What follows belongs to an exercise in optimizing a design on an open flow for a short achievable clock period and few clock cycles; a production flow would make more cautious choices. No functional check of the RTL was part of any run shown here. Power and IR drop assume default switching activity.

==> design.v <==
module RISCVCore(
  input CLK,
  input rst, 
  output wire [23:0]mem_addr, 
  output wire [31:0]mem_wdata,
  output wire mem_we,
  input wire [31:0]mem_rdata, 
  output reg ebreak 
);
  reg [23:0] maddr;
  reg [31:0] mwdata;
  reg        mwe;
  assign mem_addr  = maddr;
  assign mem_wdata = mwdata;
  assign mem_we    = mwe;
  reg [31:0] fpc;             
  reg        ir_valid;
  reg [31:0] ir;
  reg [31:0] ir_pc;
  reg        ex_valid;
  reg [31:0] ex_a, ex_b, ex_sd, ex_pre, ex_tgt;
  reg [4:0]  ex_rd;
  reg        ex_wr;           
  reg        ex_alu;          
  reg        ex_br, ex_jal, ex_jalr, ex_ld, ex_st, ex_brk;
  reg [2:0]  ex_f3;
  reg        ex_alt;          
  localparam M_IDLE = 3'd0, M_LD0 = 3'd1, M_LDL = 3'd2, M_SRD0 = 3'd3,
             M_SWR0 = 3'd4, M_SRD1 = 3'd5, M_SWL = 3'd6;
  reg [2:0]  mstate;
  reg        m_cross;
  reg [1:0]  m_off;
  reg [2:0]  m_f3;
  reg [4:0]  m_rd;
  reg [63:0] m_sd;            
  reg [7:0]  m_mask;          
  reg [31:0] ld_lo, ld_hi;
  reg        lwb_valid;
  reg [4:0]  lwb_rd;
  reg [31:0] rf [0:31];
  wire mbusy = (mstate != M_IDLE);
  wire [31:0] sum  = ex_a + ex_b;
  wire [31:0] diff = ex_a - ex_b;
  wire        eq   = (ex_a == ex_b);
  wire        lt   = ($signed(ex_a) < $signed(ex_b));
  wire        ltu  = (ex_a < ex_b);
  wire [31:0] sll  = ex_a << ex_b[4:0];
  wire [31:0] srl  = ex_a >> ex_b[4:0];
  wire [31:0] sra  = $signed(ex_a) >>> ex_b[4:0];
  reg [31:0] alu_out;
  always @(*) begin
    case (ex_f3)
      3'b000: alu_out = ex_alt ? diff : sum;
      3'b001: alu_out = sll;
      3'b010: alu_out = {31'd0, lt};
      3'b011: alu_out = {31'd0, ltu};
      3'b100: alu_out = ex_a ^ ex_b;
      3'b101: alu_out = ex_alt ? sra : srl;
      3'b110: alu_out = ex_a | ex_b;
      default: alu_out = ex_a & ex_b;
    endcase
  end
  wire [31:0] ex_result = ex_alu ? alu_out : ex_pre;
  reg taken;
  always @(*) begin
    case (ex_f3)
      3'b000: taken = eq;
      3'b001: taken = ~eq;
      3'b100: taken = lt;
      3'b101: taken = ~lt;
      3'b110: taken = ltu;
      default: taken = ~ltu;
    endcase
  end
  wire ex_fire  = ex_valid & ~mbusy;
  wire redirect = ex_fire & (ex_jal | ex_jalr | (ex_br & taken));
  wire [31:0] target = ex_jalr ? sum : ex_tgt;
  wire mem_start = ex_fire & (ex_ld | ex_st);
  wire [1:0]  a_off   = sum[1:0];
  wire [23:0] a_word  = sum[25:2];
  wire        a_cross = (ex_f3[1:0] == 2'b10 && a_off != 2'b00) ||
                        (ex_f3[1:0] == 2'b01 && a_off == 2'b11);
  wire [3:0]  a_bytes = (ex_f3[1:0] == 2'b00) ? 4'b0001 :
                        (ex_f3[1:0] == 2'b01) ? 4'b0011 : 4'b1111;
  wire [63:0] ld64 = {ld_hi, ld_lo} >> {m_off, 3'b000};
  reg  [31:0] lwb_val;
  always @(*) begin
    case (m_f3)
      3'b000: lwb_val = {{24{ld64[7]}}, ld64[7:0]};
      3'b001: lwb_val = {{16{ld64[15]}}, ld64[15:0]};
      3'b100: lwb_val = {24'd0, ld64[7:0]};
      3'b101: lwb_val = {16'd0, ld64[15:0]};
      default: lwb_val = ld64[31:0];
    endcase
  end
  wire [6:0] op  = ir[6:0];
  wire [2:0] f3  = ir[14:12];
  wire [6:0] f7  = ir[31:25];
  wire [4:0] rd  = ir[11:7];
  wire [4:0] rs1 = ir[19:15];
  wire [4:0] rs2 = ir[24:20];
  wire [31:0] immI = {{20{ir[31]}}, ir[31:20]};
  wire [31:0] immS = {{20{ir[31]}}, ir[31:25], ir[11:7]};
  wire [31:0] immB = {{19{ir[31]}}, ir[31], ir[7], ir[30:25], ir[11:8], 1'b0};
  wire [31:0] immJ = {{11{ir[31]}}, ir[31], ir[19:12], ir[20], ir[30:21], 1'b0};
  wire [31:0] immU = {ir[31:12], 12'd0};
  wire is_opimm = (op == 7'b0010011) &&
                  ((f3 != 3'b001 && f3 != 3'b101) ||
                   (f3 == 3'b001 && f7 == 7'b0000000) ||
                   (f3 == 3'b101 && (f7 == 7'b0000000 || f7 == 7'b0100000)));
  wire is_op    = (op == 7'b0110011) &&
                  (f7 == 7'b0000000 ||
                   (f7 == 7'b0100000 && (f3 == 3'b000 || f3 == 3'b101)));
  wire is_br    = (op == 7'b1100011) && (f3 != 3'b010) && (f3 != 3'b011);
  wire is_jal   = (op == 7'b1101111);
  wire is_jalr  = (op == 7'b1100111) && (f3 == 3'b000);
  wire is_ld    = (op == 7'b0000011) && (f3 != 3'b011) && (f3 != 3'b110) && (f3 != 3'b111);
  wire is_st    = (op == 7'b0100011) && (f3 == 3'b000 || f3 == 3'b001 || f3 == 3'b010);
  wire is_lui   = (op == 7'b0110111);
  wire is_auipc = (op == 7'b0010111);
  wire is_brk   = (ir == 32'h00100073);
  wire uses1 = ~(is_lui | is_auipc | is_jal);
  wire uses2 = is_op | is_br | is_st;
  wire hazard = ex_valid & ex_ld & (ex_rd != 5'd0) &
                ((uses1 & (rs1 == ex_rd)) | (uses2 & (rs2 == ex_rd)));
  wire [31:0] rv1 = (rs1 == 5'd0) ? 32'd0 :
                    (ex_valid && ex_wr && ex_rd == rs1) ? ex_result :
                    (lwb_valid && lwb_rd == rs1) ? lwb_val : rf[rs1];
  wire [31:0] rv2 = (rs2 == 5'd0) ? 32'd0 :
                    (ex_valid && ex_wr && ex_rd == rs2) ? ex_result :
                    (lwb_valid && lwb_rd == rs2) ? lwb_val : rf[rs2];
  wire [31:0] pc_imm = ir_pc + (is_jal ? immJ : is_auipc ? immU : immB);
  wire [31:0] pc_4   = ir_pc + 32'd4;
  wire id_adv  = ir_valid & ~mbusy & ~redirect & ~hazard;
  wire capture = ~mbusy & ~redirect & (~ir_valid | id_adv);
  wire [31:0] fpc_next = redirect ? target : capture ? fpc + 32'd4 : fpc;
  always @(posedge CLK) begin
    if (rst) begin
      maddr     <= 24'd0;
      mwe       <= 1'b0;
      fpc       <= 32'd0;
      ir_valid  <= 1'b0;
      ex_valid  <= 1'b0;
      mstate    <= M_IDLE;
      lwb_valid <= 1'b0;
      ebreak    <= 1'b0;
    end else begin
      if (redirect)
        ir_valid <= 1'b0;
      else if (capture) begin
        ir       <= mem_rdata;
        ir_pc    <= fpc;
        ir_valid <= 1'b1;
      end else if (id_adv)
        ir_valid <= 1'b0;
      fpc <= fpc_next;
      if (!mbusy) begin
        ex_valid <= id_adv;
        ex_a     <= rv1;
        ex_b     <= (is_op | is_br) ? rv2 : is_st ? immS : immI;
        ex_sd    <= rv2;
        ex_pre   <= is_lui ? immU : is_auipc ? pc_imm : pc_4;
        ex_tgt   <= pc_imm;
        ex_rd    <= rd;
        ex_wr    <= (is_opimm | is_op | is_lui | is_auipc | is_jal | is_jalr) & (rd != 5'd0);
        ex_alu   <= is_opimm | is_op;
        ex_br    <= is_br;
        ex_jal   <= is_jal;
        ex_jalr  <= is_jalr;
        ex_ld    <= is_ld;
        ex_st    <= is_st;
        ex_brk   <= is_brk;
        ex_f3    <= f3;
        ex_alt   <= ir[30] & (is_op | f3 == 3'b101);
      end
      if (ex_fire & ex_brk)
        ebreak <= 1'b1;
      lwb_valid <= 1'b0;
      case (mstate)
        M_IDLE: begin
          if (mem_start) begin
            maddr   <= a_word;
            m_cross <= a_cross;
            m_off   <= a_off;
            m_f3    <= ex_f3;
            m_rd    <= ex_rd;
            m_sd    <= {32'd0, ex_sd} << {a_off, 3'b000};
            m_mask  <= {4'd0, a_bytes} << a_off;
            if (ex_ld) begin
              mstate <= a_cross ? M_LD0 : M_LDL;
            end else if (ex_f3[1:0] == 2'b10 && a_off == 2'b00) begin
              mwdata <= ex_sd;
              mwe    <= 1'b1;
              mstate <= M_SWL;
            end else begin
              mstate <= M_SRD0;
            end
          end else begin
            maddr <= fpc_next[25:2];
          end
        end
        M_LD0: begin
          ld_lo  <= mem_rdata;
          maddr  <= maddr + 24'd1;
          mstate <= M_LDL;
        end
        M_LDL: begin
          if (m_cross) ld_hi <= mem_rdata;
          else         ld_lo <= mem_rdata;
          lwb_valid <= 1'b1;
          lwb_rd    <= m_rd;
          mstate    <= M_IDLE;
          maddr     <= fpc[25:2];
        end
        M_SRD0: begin
          mwdata <= {m_mask[3] ? m_sd[31:24] : mem_rdata[31:24],
                     m_mask[2] ? m_sd[23:16] : mem_rdata[23:16],
                     m_mask[1] ? m_sd[15:8]  : mem_rdata[15:8],
                     m_mask[0] ? m_sd[7:0]   : mem_rdata[7:0]};
          mwe    <= 1'b1;
          mstate <= m_cross ? M_SWR0 : M_SWL;
        end
        M_SWR0: begin
          mwe    <= 1'b0;
          maddr  <= maddr + 24'd1;
          mstate <= M_SRD1;
        end
        M_SRD1: begin
          mwdata <= {m_mask[7] ? m_sd[63:56] : mem_rdata[31:24],
                     m_mask[6] ? m_sd[55:48] : mem_rdata[23:16],
                     m_mask[5] ? m_sd[47:40] : mem_rdata[15:8],
                     m_mask[4] ? m_sd[39:32] : mem_rdata[7:0]};
          mwe    <= 1'b1;
          mstate <= M_SWL;
        end
        default: begin  
          mwe    <= 1'b0;
          mstate <= M_IDLE;
          maddr  <= fpc[25:2];
        end
      endcase
    end
  end
  always @(posedge CLK) begin
    if (lwb_valid && lwb_rd != 5'd0 && !(ex_fire && ex_wr && ex_rd == lwb_rd))
      rf[lwb_rd] <= lwb_val;
    if (ex_fire && ex_wr)
      rf[ex_rd] <= ex_result;
  end
endmodule
==> run.sh <==
#!/bin/bash
# synth_recipe.tcl (not shown) runs the flow's synth.tcl, then flattens the netlist and writes it again
# the make line also repeats each setting of config.mk as NAME=value (left out here)
make -C /OpenROAD-flow-scripts/flow DESIGN_CONFIG=/design/flow/config.mk WORK_HOME=/design/flow/orfs CLKGATE_MAP_FILE= SYNTH_SCRIPT=/design/flow/synth_recipe.tcl finish
==> config.mk <==
export PLATFORM = sky130hd
export DESIGN_NAME = RISCVCore
export DESIGN_NICKNAME = RISCVCore
export VERILOG_FILES = /design/flow/design.v
export SDC_FILE = /design/flow/constraint.sdc
export NUM_CORES = 4
export LEC_CHECK = 0
export CAP_MARGIN = 20
export CORE_MARGIN = 2
export CORE_UTILIZATION = 40
export SLEW_MARGIN = 20
==> constraint.sdc <==
create_clock -name core_clock -period 10.0 [get_ports {CLK}]
set_input_delay 2.0000 -clock core_clock [delete_from_list [all_inputs] [get_ports {CLK}]]
set_output_delay 2.0000 -clock core_clock [all_outputs]
set_load 0.01 [all_outputs]
==> run notes, run 1 <==
overall routing resource usage 30.93%; HPWL reported at the end of detailed placement 239600 µm; nature of the critical path startpoint flop; unique cell type count in the Yosys netlist 112; sequential cell area fraction in the yosys report 47.93%; number of gates resized after CTS 0; CTS tree built; layout cells sized above 1 17.55%; commonest cells after routing, fill and taps aside 1432 x sky130_fd_sc_hd__edfxtp_1, 1139 x sky130_fd_sc_hd__nor2_1, 995 x sky130_fd_sc_hd__a21oi_1; outcome timing/DRC/antenna clean; TritonCTS buffer count 170; wire length reported by the detailed router 373300 µm; number of antenna violations at the first check in global routing 13; Top-Level Pins 92; synthesized area per cell 11.24 µm²; maximum number of pins on one net before global-route repair 127; transition time of the tightest slew-check pin 1162 ps; power density of the placed cells 318.3 nW/µm²; capturing element type of the critical path flop; Main synth FF type sky130_fd_sc_hd__edfxtp_1; start of the worst register-to-register path ex_b[1]; # Max-Cap Violations 0; Die Span Y 485.7 µm; Max-Slew Margin vs Limit 21.96%; worst endpoint data arrival time 6370 ps; effective utilization at floorplan 40.29%; largest voltage drop on the vdd net 0.0002218 V; routed len/inst 33.64 µm; length in cells of the worst reg-to-reg path 15; number of nets with antenna violations after routing 0; Hold Path Cell Cnt 0; most frequent cell on the critical path sky130_fd_sc_hd__buf_4; maximum fanout along the worst path 64; clock tree root driver cell sky130_fd_sc_hd__clkbuf_16; Syn Std Cell Area 92800 µm²; standard cell with the maximum stage delay on the critical path sky130_fd_sc_hd__buf_4; Hold Fails Final Rpt 0; vias in the first global route 69240; first-pass GRT wire length 524800 µm; depth of the CTS H-tree 4; die outline width 485.7 µm; warning count from the yosys run 1; type of the worst setup path reg -> reg; end point of the most critical hold path lwb_rd[4]; total power 32.57 mW; setup repair after global routing missed its margin no; filler cell count in the final layout 20900; Max Transition Viols Final 0; number of nets produced by synthesis 8426; post-layout net count 8099; die area 235900 µm²; final setup violating endpoints 0; most frequent standard cell in the layout excluding fill and tap cells sky130_fd_sc_hd__edfxtp_1; area share of the leading cell type in the synthesized netlist 46.34%; num rows 176; number of setup buffers added after CTS 0; initial drt markers 12770; GPL Wtd Cong 0.9781; cell taking the most area after synthesis sky130_fd_sc_hd__edfxtp_1; Fin Setup TNS 0 ps; leakage dissipation 35.08 nW; Max Buffers Root-to-Sink 3; Core Region 230300 µm²; number of port buffers 91; routed vias 73670; post-route DRC violation count 0; largest stage delay on the critical path 750 ps; DR pass1 iterations 8; worst path cell trace buf_4 -> inv_2 -> fa_1 -> nand2b_1 -> a21oi_1 -> o21a_1 -> o31ai_1 -> nor2b_4 -> a21boi_2 -> o2111ai_1 -> nand3_4 -> buf_4 -> or3_1 -> inv_2 -> buf_4; Area growth, synth to finish 10.24%; minimum setup slack among reg-to-reg paths 4080 ps; clk latency of the worst-skew pair 840 ps; start point of the worst hold path m_rd[4]; required time of the critical path 10450 ps; post-DR vias/cell 6.638; Synth Instances 8259; area occupied by multi-input gates 45260 µm²; top achievable clock speed 168.9 MHz; Hold Path Class reg -> reg; biggest area contributors in the synthesized netlist sky130_fd_sc_hd__edfxtp_1 46%, sky130_fd_sc_hd__mux4_2 16%, sky130_fd_sc_hd__a21oi_1 5.4%; clock-pin slew reported for the worst setup and hold paths after clock tree synthesis 60 ps; CTS sink cnt 1506; number of enable-type register cells in the synthesized netlist 1432; area of all sequential standard cells 44520 µm²; buffering stage count on the worst path with inverters included 5; Clock Skews 74.77 ps; Tcrit/Tclk final 59.21%; category of cells accounting for the largest share of critical-path delay buffers and inverters; clock period minus worst slack 5921 ps; number of register bits inferred by synthesis 1506; Overflow after GRT 0; reg-to-reg critical path endpoint ir_pc[23]; fraction of registers with async set or reset after synthesis 0%; Fin Hold WS 421.4 ps; number of buffers added to fix hold violations after cts 0
cells by family (layout without fill, tap and decap cells):
kind of cell / count (synthesis) / count (layout) / synth area share, %
adders and majority gates: 141 / 141 / 1.904
xor gates and xnor gates: 170 / 170 / 1.604
AOI/OAI and AO/OA: 2148 / 2148 / 13.50
buffers and inverters: 970 / 779 / 4.328
muxes: 988 / 988 / 20.00
and+or+nand+nor: 2336 / 2336 / 10.73
other: 0 / 3 / 0
DFF: 1506 / 1506 / 47.93
cell usage after synthesis (all sizes together) (50+ instances only):
library cell	n
edfxtp	1432
nor2	1176
a21oi	1019
mux4	683
nand2	681
clkbuf	598
o21ai	567
mux2i	262
buf	232
inv	139
ha	130
xnor2	97
nand3	78
dfxtp	74
nor3	74
xor2	73
a211oi	65
a21o	61
o211ai	50
metal layers:
metal	vias to the layer above	global-route usage, %	wire length, µm
li1	30520	-	-
met1	36680	41.08	137500
met2	5427	47.80	168200
met3	1030	6.594	44270
met4	4	15.93	23330
met5	-	0	28
power breakdown:
| part | internal [mW] | total, mW | leakage [nW] | switching, mW |
|---|---|---|---|---|
| Clock | 3.52 | 6.26 | 2.64 | 2.74 |
| Combinational | 6.03 | 16.7 | 18.7 | 10.7 |
| Sequential | 8.26 | 9.59 | 13.7 | 1.33 |
| Total | 17.8 | 32.6 | 35.1 | 14.8 |
stage by stage:
stage | util (%) | setup slack [ps] | cell area, µm² | std cells
after floorplan | - | 3466 | 92800 | 8259
after global placement | 42.04 | 4263 | 96830 | 10790
after detailed placement | 42.05 | 4133 | 96860 | 10790
after CTS | 44.40 | 4170 | 102300 | 11090
after global routing | 44.41 | 3802 | 102300 | 11100
final | 44.41 | 4079 | 102300 | 11100
cell type report:
class	count	share of cell area, %
Timing Repair Buffer	331	2.728
Multi-Input combinational cell	5783	44.24
Tap cell	3026	3.701
Clock buffer	210	4.376
Clock inverter	98	0.9026
Antenna cell	3	0.007339
Inverter	140	0.5223
Sequential cell	1506	43.52
state kept, by name, indices dropped and copies added (netlist names), 2 cells and up, named ones only:
register / count
ex_sd: 32
mwdata: 32
ir: 32
m_sd: 56
ex_tgt: 32
ex_f3: 3
maddr: 24
ld_hi: 24
mstate: 3
m_rd: 5
rf: 1024
ex_pre: 32
fpc: 32
ld_lo: 32
m_mask: 7
m_f3: 3
m_off: 2
ir_pc: 32
lwb_rd: 5
ex_b: 32
ex_rd: 5
ex_a: 32
how the worst max path moves through the flow:
stage | from | end | slack [ps] | cells after the start
after floorplan | rst | maddr[10] | 3470 | 6
after global placement | ex_b[1] | ir_pc[24] | 4260 | 15
after detailed placement | ex_b[1] | ir_pc[23] | 4130 | 15
after CTS | ex_b[1] | ir_pc[24] | 4170 | 15
after global routing | ex_b[1] | ir_pc[24] | 3800 | 15
final | ex_b[1] | ir_pc[23] | 4080 | 15
==> run 2: changes to the inputs <==
--- a/design.v
+++ b/design.v
@@ -74,5 +74,5 @@
   end
   wire ex_fire  = ex_valid & ~mbusy;
-  wire redirect = ex_fire & (ex_jal | ex_jalr | (ex_br & taken));
+  wire redirect = ex_fire & (ex_jalr | (ex_br & taken));
   wire [31:0] target = ex_jalr ? sum : ex_tgt;
   wire mem_start = ex_fire & (ex_ld | ex_st);
@@ -130,9 +130,13 @@
                     (ex_valid && ex_wr && ex_rd == rs2) ? ex_result :
                     (lwb_valid && lwb_rd == rs2) ? lwb_val : rf[rs2];
-  wire [31:0] pc_imm = ir_pc + (is_jal ? immJ : is_auipc ? immU : immB);
+  wire [31:0] pc_imm = ir_pc + (is_auipc ? immU : immB);
   wire [31:0] pc_4   = ir_pc + 32'd4;
+  wire [31:0] jal_tgt = ir_pc + immJ;
   wire id_adv  = ir_valid & ~mbusy & ~redirect & ~hazard;
-  wire capture = ~mbusy & ~redirect & (~ir_valid | id_adv);
-  wire [31:0] fpc_next = redirect ? target : capture ? fpc + 32'd4 : fpc;
+  wire id_jump = id_adv & is_jal;
+  wire capture = ~mbusy & ~redirect & ~id_jump & (~ir_valid | id_adv);
+  wire ir_load = ~mbusy & (~ir_valid | ~hazard);
+  wire [31:0] fpc_next = redirect ? target : id_jump ? jal_tgt :
+                         capture ? fpc + 32'd4 : fpc;
   always @(posedge CLK) begin
     if (rst) begin
@@ -146,11 +150,13 @@
       ebreak    <= 1'b0;
     end else begin
-      if (redirect)
+      if (ir_load) begin
+        ir    <= mem_rdata;
+        ir_pc <= fpc;
+      end
+      if (redirect | id_jump)
         ir_valid <= 1'b0;
-      else if (capture) begin
-        ir       <= mem_rdata;
-        ir_pc    <= fpc;
+      else if (capture)
         ir_valid <= 1'b1;
-      end else if (id_adv)
+      else if (id_adv)
         ir_valid <= 1'b0;
       fpc <= fpc_next;
--- a/config.mk
+++ b/config.mk
@@ -6,6 +6,8 @@
 export NUM_CORES = 4
 export LEC_CHECK = 0
+export ABC_CLOCK_PERIOD_IN_PS = 3000
 export CAP_MARGIN = 20
 export CORE_MARGIN = 2
 export CORE_UTILIZATION = 40
+export SETUP_SLACK_MARGIN = 5
 export SLEW_MARGIN = 20
==> run 2 against run 1 <==
Compared with the run above:
- global-route usage rose by 1.2 points
- largest cell class unchanged
- still clean on timing, DRC and antenna
- sequential cell count down 1
- clock power increased by 3%
- worst hold slack worse by 1.7 ps
- register-to-register slack improved by 690 ps
- sequential share of layout area decreased by 1.2 points
- clock-buffer cell count rose by 8
- first-iteration DRC count shrank 4.0%
- utilization increased by 0.72 points
==> run notes, run 2 <==
maximum number of pins on one net before global-route repair 112; Max Transition Viols Final 0; area occupied by multi-input gates 47010 µm²; GPL Wtd Cong 0.9992; Final Cell Area 105100 µm²; fraction of registers with async set or reset after synthesis 0%; biggest regs rf: 1024 flops, m_sd: 56 flops; number of buffers added to fix hold violations after cts 0; die area 238500 µm²; number of port buffers 91; type of the worst setup path reg -> reg; Die Span Y 488.4 µm; depth of the CTS H-tree 4; DR pass1 iterations 9; clock period minus worst slack 5228 ps; Synth Instances 8481; clock-pin slew reported for the worst setup and hold paths after clock tree synthesis 60 ps; HPWL reported at the end of detailed placement 249800 µm; Max Buffers Root-to-Sink 3; first-pass GRT wire length 544100 µm; routed len/inst 34.06 µm; Main synth FF type sky130_fd_sc_hd__edfxtp_1; transition time of the tightest slew-check pin 1234 ps; most instantiated library cell after synthesis sky130_fd_sc_hd__edfxtp_1; Core Region 233000 µm²; setup repair after global routing missed its margin yes; capturing element type of the critical path flop; length in cells of the worst reg-to-reg path 8; Placed Area 98350 µm²; most frequent standard cell in the layout excluding fill and tap cells sky130_fd_sc_hd__edfxtp_1; warning count from the yosys run 1; number of antenna violations at the first check in global routing 15; worst path setup slack after routing 4772 ps; flip-flop count of the largest register after layout 1024; overall routing resource usage 32.09%; Area growth, synth to finish 12.03%; routed vias 76100; number of enable-type register cells in the synthesized netlist 1431; largest voltage drop on the vdd net 0.0002007 V; unique cell type count in the Yosys netlist 108; power density of the placed cells 299.0 nW/µm²; wire length reported by the detailed router 391400 µm; number of register bits inferred by synthesis 1505; Clock Skews 56.50 ps; clock tree root driver cell sky130_fd_sc_hd__clkbuf_16; post-DR vias/cell 6.623; Hold Fails Final Rpt 0; CTS tree built; Hold Path Cell Cnt 0; die outline width 488.4 µm; area share of the leading cell type in the synthesized netlist 45.78%; effective utilization at floorplan 40.28%; Max-Slew Margin vs Limit 17.14%; top achievable clock speed 191.3 MHz; leakage dissipation 36.34 nW; Fin Setup TNS 0 ps; clk latency of the worst-skew pair 880 ps; biggest area contributors in the synthesized netlist sky130_fd_sc_hd__edfxtp_1 46%, sky130_fd_sc_hd__mux4_2 16%, sky130_fd_sc_hd__a21oi_1 5.4%; Syn Std Cell Area 93860 µm²; worst endpoint data arrival time 5710 ps; commonest cells after routing, fill and taps aside 1431 x sky130_fd_sc_hd__edfxtp_1, 1145 x sky130_fd_sc_hd__nor2_1, 997 x sky130_fd_sc_hd__a21oi_1; outcome timing/DRC/antenna clean; Overflow after GRT 0; Hold Path Class reg -> reg; final setup violating endpoints 0; vias in the first global route 71660; synthesized area per cell 11.07 µm²; required time of the critical path 10480 ps; TritonCTS buffer count 172; Tcrit/Tclk final 52.28%; number of nets with antenna violations after routing 0; layout cells sized above 1 18.18%; post-layout net count 8410; number of nets produced by synthesis 8679; cell taking the most area after synthesis sky130_fd_sc_hd__edfxtp_1; Setup WS pre-CTS 3912 ps; filler cell count in the final layout 21260; sequential cell area fraction in the yosys report 47.36%; nature of the critical path startpoint flop; register with the most flip-flops rf; post-route DRC violation count 0; top cell types by occurrence after synthesis 1431 x sky130_fd_sc_hd__edfxtp_1, 1184 x sky130_fd_sc_hd__nor2_1, 1012 x sky130_fd_sc_hd__a21oi_1; # Max-Cap Violations 0; CTS sink cnt 1505; Top-Level Pins 92; area of all sequential standard cells 44490 µm²; initial drt markers 12260; num rows 177; maximum fanout along the worst path 31
run 2: cell count changes after synthesis, moves of 26 or more:
cell | before | now
sky130_fd_sc_hd__xnor2_1 | 97 | 125
sky130_fd_sc_hd__o21ai_0 | 526 | 606
sky130_fd_sc_hd__mux2i_1 | 261 | 235
sky130_fd_sc_hd__ha_1 | 130 | 160
sky130_fd_sc_hd__buf_1 | 80 | 118
sky130_fd_sc_hd__buf_2 | 114 | 74
sky130_fd_sc_hd__nand2_1 | 681 | 730
sky130_fd_sc_hd__clkbuf_1 | 597 | 636
run 2: kinds of logic (layout without fill, tap and decap cells):
family | after synthesis | count (layout) | synth area share, %
buffers and inverters | 983 | 844 | 4.078
multiplexers | 963 | 963 | 19.45
flip-flops | 1505 | 1505 | 47.36
AO/OA/AOI/OAI | 2270 | 2277 | 14.19
AND/OR/NAND/NOR | 2398 | 2399 | 10.83
other | 0 | 9 | 0
adder cells (fa/ha/maj) | 182 | 182 | 2.410
XOR/XNOR | 180 | 180 | 1.680
run 2: final cells by class:
class | instances | share of cell area, %
Inverter | 145 | 0.5438
Antenna cell | 9 | 0.02142
Clock buffer | 218 | 4.326
Timing Repair Buffer | 387 | 3.377
Sequential cell | 1505 | 42.32
Clock inverter | 94 | 0.9817
Tap cell | 3132 | 3.727
Multi-Input combinational cell | 6001 | 44.71
run 2: worst max-delay path, stage by stage, from the launching register on:
cell and delay (ps):
sky130_fd_sc_hd__dfxtp_1 300, sky130_fd_sc_hd__buf_4 260, sky130_fd_sc_hd__nor3_2 250, sky130_fd_sc_hd__and2_1 430, sky130_fd_sc_hd__nand2_1 290, sky130_fd_sc_hd__nor3_1 880
sky130_fd_sc_hd__nand2_1 1030, sky130_fd_sc_hd__o21ai_4 610, sky130_fd_sc_hd__buf_4 690
run 2: worst paths after layout:
| kind | startpoint | end | slack (ps) |
|---|---|---|---|
| max | mstate[0] | rf[2][26] | 4770 |
| min | m_rd[2] | lwb_rd[2] | 420 |
| max reg2reg | mstate[0] | rf[2][26] | 4770 |
| min reg2reg | m_rd[2] | lwb_rd[2] | 420 |
run 2: through the flow:
step	total power, mW	hold WS [ps]	std cells	util [%]
after global placement	23.74	400.7	11110	42.20
after floorplan	18.35	400.3	8481	-
after global routing	32.38	428.8	11480	45.12
final	31.43	419.7	11490	45.13
after CTS	30.76	418.3	11450	44.89
after detailed placement	23.87	406.2	11110	42.21
run 2: what timing repair did:
item                                    4_1_cts  5_1_grt
buffers inserted                             24       24
pin swaps                                     6       10
gates cloned                                  7        5
resized for setup                            54       38
endpoints found under the hold margin         0        0
endpoints found under the setup margin      781      624
run 2: routing by layer:
| layer | part of all wire (%) | routed length (µm) | track usage, % | vias up |
|---|---|---|---|---|
| met5 | 0.026 | 103 | 0 | - |
| met1 | 35 | 138700 | 40.49 | 37630 |
| met2 | 45 | 175000 | 49.12 | 5694 |
| met4 | 6.9 | 27080 | 18.90 | 16 |
| li1 | - | - | - | 31530 |
| met3 | 13 | 50540 | 9.156 | 1237 |
run 2: power breakdown:
part           total [mW]  switching, mW  internal [mW]  leakage, nW
clock network        6.43           2.82           3.61         2.72
logic                15.6           9.97           5.65         19.9
registers            9.39           1.25           8.14         13.7
total                31.4           14.0           17.4         36.3

## static timing again, ports no longer ideal
In the flow no input, the clock included, has a driving cell. The finished layouts below were timed again as built, in two steps. Step 1 assumes that a clkbuf_16 drives the clock port and a buf_2 every other input. Step 2 adds t to the input delays and takes it off the output delays; t is the mean of the earliest and latest rising clock arrival at the registers after step 1. Input paths then give back, and output paths get back, about the clock's delay inside the block. Three values: ideal, step 1, step 2; two values: the first two.
run	shift t [ns]	setup WS [ns]	pins driven straight from the clock port
run 1	0.897	4.079 / 4.079 / 4.079	1
run 2	0.950	4.772 / 4.772 / 4.772	1
After both steps every run listed still meets setup and hold.
